Context: an optimization exercise on an open-source flow, tuned for small area and a short achievable clock period. The choices shown serve that exercise and are no tape-out recipe. Power and IR drop assume default switching activity.

==> trial 54: inputs <==
==> flow/design.v <==
module decoder7 (In, Out);
	input [3:0] In;
	output reg [6:0] Out;
	always @(*)
		case (In)
			4'h0 : Out = 7'h40;
			4'h1 : Out = 7'h79;
			4'h2 : Out = 7'h24;
			4'h3 : Out = 7'h30;
			4'h4 : Out = 7'h19;
			4'h5 : Out = 7'h12;
			4'h6 : Out = 7'h02;
			4'h7 : Out = 7'h78;
			4'h8 : Out = 7'h00;
			4'h9 : Out = 7'h10;
			4'hA : Out = 7'h08;
			4'hB : Out = 7'h03;
			4'hC : Out = 7'h46;
			4'hD : Out = 7'h21;
			4'hE : Out = 7'h06;
			default : Out = 7'h0E;
		endcase
endmodule
module ula(
	input [2:0] Op,
	input Sub,
	input Zb,
	input [15:0] A,
	input [15:0] B,
	input [15:0] Imm,
	output wire [15:0] Sum,
	output reg [15:0] S
);
wire [15:0] b = (B & {16{~Zb}}) ^ {16{Sub}};
wire [15:0] i = Imm ^ {16{Sub}};
wire [15:0] s = A ^ b ^ i;
wire [15:0] c = (A & b) | (A & i) | (b & i);
wire [16:0] t = {s, Sub} + {c[14:0], Sub, Sub};
assign Sum = t[16:1];
always @(*)
	case (Op)
		3'd2: S = A & B & Imm;
		3'd3: S = A | B | Imm;
		3'd4: S = A ^ B ^ Imm;
		default: S = Sum;
	endcase
endmodule
module comparador (
	input [15:0] A,
	input [15:0] B,
	output wire eq,
	output wire lt
);
assign eq = (A == B);
assign lt = ($signed(A) < $signed(B));
endmodule
module controle(
	input [3:0] Opcode,
	output wire WE,     
	output wire Link,   
	output wire Sub,    
	output wire jalr,   
	output wire jal,
	output wire beq,
	output wire bne,
	output wire bge,
	output wire blt
);
assign beq  = Opcode == 4'd5;
assign bne  = Opcode == 4'd6;
assign bge  = Opcode == 4'd7;
assign blt  = Opcode == 4'd9;
assign jal  = Opcode == 4'd11;
assign jalr = Opcode == 4'd12;
assign Link = jal | jalr;
assign Sub  = Opcode == 4'd1;
assign WE   = (Opcode <= 4'd4) | Link;
endmodule
module pc(
	input clk,
	input rst_n,
	input [15:0] E,
	output reg [15:0] Saida
);
always @(posedge clk)
	if (!rst_n) Saida <= 16'd0;
	else Saida <= E;
endmodule
module registrador(
	input clk,
	input rst_n,
	input [3:0] Ra,
	input [3:0] Rb,
	input [3:0] Rd,
	input [15:0] D,
	input WE,
	output reg [15:0] A,
	output reg [15:0] B
);
reg [15:0] R [1:15];
integer k;
always @(*) begin
	A = 16'd0;
	B = 16'd0;
	for (k = 1; k < 16; k = k + 1) begin
		A = A | (R[k] & {16{Ra == k}});
		B = B | (R[k] & {16{Rb == k}});
	end
end
genvar g;
generate for (g = 1; g < 16; g = g + 1) begin : w
	always @(posedge clk)
		if (!rst_n) R[g] <= 16'd0;
		else if (WE && Rd == g) R[g] <= D;
end endgenerate
endmodule
module zepto_cpu(
	input clk,
	input rst_n,
	input [1:0] disp_sel,
	input [31:0] inst,
	output wire [15:0] pc,
	output wire [6:0] HEX0,
	output wire [6:0] HEX1,
	output wire [6:0] HEX2,
	output wire [6:0] HEX3,
	output wire [6:0] HEX4,
	output wire [6:0] HEX5,
	output wire [6:0] HEX6,
	output wire [6:0] HEX7,
	output [15:0] VerRA
);
wire [3:0] Rd = inst[7:4];
wire [3:0] Ra = inst[11:8];
wire [3:0] Rb = inst[15:12];
wire [15:0] Imm = inst[31:16];
wire WE, Link, Sub, jalr, jal, beq, bne, bge, blt;
controle U3(.Opcode(inst[3:0]), .WE(WE), .Link(Link), .Sub(Sub), .jalr(jalr),
	.jal(jal), .beq(beq), .bne(bne), .bge(bge), .blt(blt));
wire [15:0] A, B, Sum, S;
wire [15:0] pc_inc = pc + 16'd1;
wire [15:0] D = Link ? pc_inc : S;
registrador U5(.clk(clk), .rst_n(rst_n), .Ra(Ra), .Rb(Rb), .Rd(Rd), .D(D), .WE(WE), .A(A), .B(B));
assign VerRA = A;
wire eq, lt;
comparador U6(.A(A), .B(B), .eq(eq), .lt(lt));
ula U7(.Op(inst[2:0]), .Sub(Sub), .Zb(jalr), .A(A), .B(B), .Imm(Imm), .Sum(Sum), .S(S));
wire take = (beq & eq) | (bne & ~eq) | (bge & ~lt) | (blt & lt) | jal;
wire [15:0] pc_imm = pc + Imm;
wire [15:0] E = jalr ? Sum : (take ? pc_imm : pc_inc);
pc U1(.clk(clk), .rst_n(rst_n), .E(E), .Saida(pc));
reg [15:0] lo;
always @(*)
	case (disp_sel)
		2'b00: lo = pc;
		2'b01: lo = inst[15:0];
		2'b11: lo = A;
		default: lo = B;
	endcase
wire [6:0] d0, d1, d2, d3, d4, d5, d6, d7;
decoder7 D0(.In(lo[3:0]), .Out(d0));
decoder7 D1(.In(lo[7:4]), .Out(d1));
decoder7 D2(.In(lo[11:8]), .Out(d2));
decoder7 D3(.In(lo[15:12]), .Out(d3));
decoder7 D4(.In(inst[19:16]), .Out(d4));
decoder7 D5(.In(inst[23:20]), .Out(d5));
decoder7 D6(.In(inst[27:24]), .Out(d6));
decoder7 D7(.In(inst[31:28]), .Out(d7));
wire hi_on = (disp_sel == 2'b01);
assign HEX0 = d0;
assign HEX1 = d1;
assign HEX2 = d2;
assign HEX3 = d3;
assign HEX4 = d4 & {7{hi_on}};
assign HEX5 = d5 & {7{hi_on}};
assign HEX6 = d6 & {7{hi_on}};
assign HEX7 = d7 & {7{hi_on}};
endmodule
==> flow/run.sh <==
#!/bin/bash
# synth_recipe.tcl (not shown) runs the flow's synth.tcl, then flattens the netlist and writes it again
# the make line also repeats each setting of config.mk as NAME=value (left out here)
make -C /OpenROAD-flow-scripts/flow DESIGN_CONFIG=/design/flow/config.mk WORK_HOME=/design/flow/orfs CLKGATE_MAP_FILE= SYNTH_SCRIPT=/design/flow/synth_recipe.tcl finish
==> flow/config.mk <==
export PLATFORM = sky130hd
export DESIGN_NAME = zepto_cpu
export DESIGN_NICKNAME = zepto_cpu
export VERILOG_FILES = /design/flow/design.v
export SDC_FILE = /design/flow/constraint.sdc
export NUM_CORES = 4
export LEC_CHECK = 0
export CAP_MARGIN = 20
export CORE_MARGIN = 2
export CORE_UTILIZATION = 40
export SLEW_MARGIN = 20
==> flow/constraint.sdc <==
create_clock -name core_clock -period 12.0 [get_ports {clk}]
set_input_delay 2.4000 -clock core_clock [delete_from_list [all_inputs] [get_ports {clk}]]
set_output_delay 2.4000 -clock core_clock [all_outputs]
set_load 0.01 [all_outputs]
==> trial 81 (differences from trial 54) <==
==> flow/design.v, changed modules only <==
module pc(
	input [15:0] Pc,
	input [15:0] Imm,
	input [15:0] Sum,
	input jalr,
	input take,
	output wire [15:0] Inc,
	output wire [15:0] E
);
assign Inc = Pc + 16'd1;
wire [15:0] Tgt = Pc + Imm;
assign E = jalr ? Sum : (take ? Tgt : Inc);
endmodule
module aoi222(input a1, input a2, input b1, input b2, input c1, input c2, output y);
assign y = ~((a1 & a2) | (b1 & b2) | (c1 & c2));
endmodule
module nand5(input a, input b, input c, input d, input e, output y);
assign y = ~(a & b & c & d & e);
endmodule
module rdbit(input [14:0] r, input [14:0] s, output y);
wire [4:0] n;
genvar i;
generate for (i = 0; i < 5; i = i + 1) begin : g
	aoi222 u(.a1(r[3*i]), .a2(s[3*i]), .b1(r[3*i+1]), .b2(s[3*i+1]),
		.c1(r[3*i+2]), .c2(s[3*i+2]), .y(n[i]));
end endgenerate
nand5 u5(.a(n[0]), .b(n[1]), .c(n[2]), .d(n[3]), .e(n[4]), .y(y));
endmodule
module registrador(input [239:0] Q, input [14:0] s, output [15:0] A);
genvar b, k;
generate for (b = 0; b < 16; b = b + 1) begin : bt
	wire [14:0] r;
	for (k = 0; k < 15; k = k + 1) begin : kk
		assign r[k] = Q[16*k + b];
	end
	rdbit u(.r(r), .s(s), .y(A[b]));
end endgenerate
endmodule
module display(
	input [1:0] sel,
	input [15:0] pc,
	input [31:0] inst,
	input [15:0] A,
	input [15:0] B,
	output [55:0] hex
);
reg [15:0] lo;
always @(*)
	case (sel)
		2'b00: lo = pc;
		2'b01: lo = inst[15:0];
		2'b11: lo = A;
		default: lo = B;
	endcase
wire hi_on = (sel == 2'b01);
genvar k;
generate for (k = 0; k < 4; k = k + 1) begin : d
	wire [6:0] l, h;
	decoder7 dl(.In(lo[4*k+3:4*k]), .Out(l));
	decoder7 dh(.In(inst[4*k+19:4*k+16]), .Out(h));
	assign hex[7*k+6:7*k] = l;
	assign hex[7*k+34:7*k+28] = h & {7{hi_on}};
end endgenerate
endmodule
module zepto_cpu(
	input clk,
	input rst_n,
	input [1:0] disp_sel,
	input [31:0] inst,
	output reg [15:0] pc,
	output wire [6:0] HEX0,
	output wire [6:0] HEX1,
	output wire [6:0] HEX2,
	output wire [6:0] HEX3,
	output wire [6:0] HEX4,
	output wire [6:0] HEX5,
	output wire [6:0] HEX6,
	output wire [6:0] HEX7,
	output [15:0] VerRA
);
wire [3:0] Rd = inst[7:4];
wire [3:0] Ra = inst[11:8];
wire [3:0] Rb = inst[15:12];
wire [15:0] Imm = inst[31:16];
wire WE, Link, Sub, jalr, jal, beq, bne, bge, blt;
controle U3(.Opcode(inst[3:0]), .WE(WE), .Link(Link), .Sub(Sub), .jalr(jalr),
	.jal(jal), .beq(beq), .bne(bne), .bge(bge), .blt(blt));
reg [239:0] rf;
wire [15:0] sa = 16'd1 << Ra;
wire [15:0] sb = 16'd1 << Rb;
wire [15:0] A, B;
registrador RA(.Q(rf), .s(sa[15:1]), .A(A));
registrador RB(.Q(rf), .s(sb[15:1]), .A(B));
assign VerRA = A;
wire eq, lt;
comparador U6(.A(A), .B(B), .eq(eq), .lt(lt));
wire [15:0] Sum, S;
ula U7(.Op(inst[2:0]), .Sub(Sub), .Zb(jalr), .A(A), .B(B), .Imm(Imm), .Sum(Sum), .S(S));
wire take = (beq & eq) | (bne & ~eq) | (bge & ~lt) | (blt & lt) | jal;
wire [15:0] Inc, E;
pc U1(.Pc(pc), .Imm(Imm), .Sum(Sum), .jalr(jalr), .take(take), .Inc(Inc), .E(E));
always @(posedge clk)
	if (!rst_n) pc <= 16'd0;
	else pc <= E;
wire [15:0] D = Link ? Inc : S;
wire [15:0] Dm = D & {16{rst_n}};
wire [15:0] wd = 16'd1 << Rd;
genvar g;
generate for (g = 1; g < 16; g = g + 1) begin : w
	wire en = (WE & wd[g]) | ~rst_n;
	always @(posedge clk)
		if (en) rf[16*g-1:16*g-16] <= Dm;
end endgenerate
wire [55:0] hex;
display U9(.sel(disp_sel), .pc(pc), .inst(inst), .A(A), .B(B), .hex(hex));
assign {HEX7, HEX6, HEX5, HEX4, HEX3, HEX2, HEX1, HEX0} = hex;
endmodule
SETUP_SLACK_MARGIN = 5   (was not set)
SYNTH_HIERARCHICAL = 1   (was not set)
==> run summary <==
quantity                                                                                 trial 81                  trial 54
Run status                                                                complete, no violations   complete, no violations
RSZ-0062 raised after global routing                                                          yes                        no
Met1 layer usage reported by global route                                                   31.8%                     38.1%
Detailed-route via count                                                                    15800                     18600
Number of distinct library cells after synthesis                                               87                        70
Sequential power                                                                          1.58 mW                  0.905 mW
Power dissipated in the clock network                                                    0.883 mW                  0.917 mW
VDD IR max                                                                                 112 uV                    113 uV
Share of the synthesized area in the top cell type                                          40.6%                     28.3%
Post-layout util                                                                            53.7%                     47.1%
Parity-gate share of the synthesized area counting xor and xnor cells                       3.94%                     3.86%
Area fraction of clock buffers and clock inverters                                          3.88%                     4.59%
Total setup buffers inserted after CTS                                                        160                         0
Horizontal extent of the die                                                               215 um                    217 um
Most frequent standard cell in the layout excluding fill and tap cells  sky130_fd_sc_hd__edfxtp_1  sky130_fd_sc_hd__dfxtp_1
First-pass GRT wire length                                                               93500 um                 111000 um
Detail Route met3 WL                                                                      5510 um                   6900 um
Flip-flop cell with the highest count after synthesis                   sky130_fd_sc_hd__edfxtp_1  sky130_fd_sc_hd__dfxtp_1
No run of this note included a check of the RTL's function; only the layout flow was run.

-- separate check: timing with driven ports --
No port has a modelled driver above. Below, the same layouts with a new extraction and two added sets of constraints.
Step 1, drivers: a clkbuf_16 drives clk and a buf_2 each remaining input, both assumed.
Step 2 adds t to the input delays and takes it off the output delays; t is the mean of the earliest and latest rising clock arrival at the registers after step 1. Input paths then give back, and output paths get back, about the clock's delay inside the block.
a / b / c = ideal / step 1 / step 2; a / b = the first two.
| run | shift t [ns] | setup slack, ns | worst hold slack (ns) | latest minus earliest clock arrival (ns) | worst data-port slew with drivers (ns) |
|---|---|---|---|---|---|
| trial 54 | 0.637 | 2.383 / 2.358 / 2.358 | 0.476 / 0.476 / 0.476 | 0.016 / 0.015 | 0.05 |
| trial 81 | 0.631 | 4.222 / 4.131 / 4.131 | 0.965 / 0.965 / 0.965 | 0.013 / 0.014 | 0.09 |
After both steps setup and hold are still met in every run listed. The setup slack of trial 81, which loses most, moves by -0.091 ns with the drivers and by -0.091 ns with both steps.
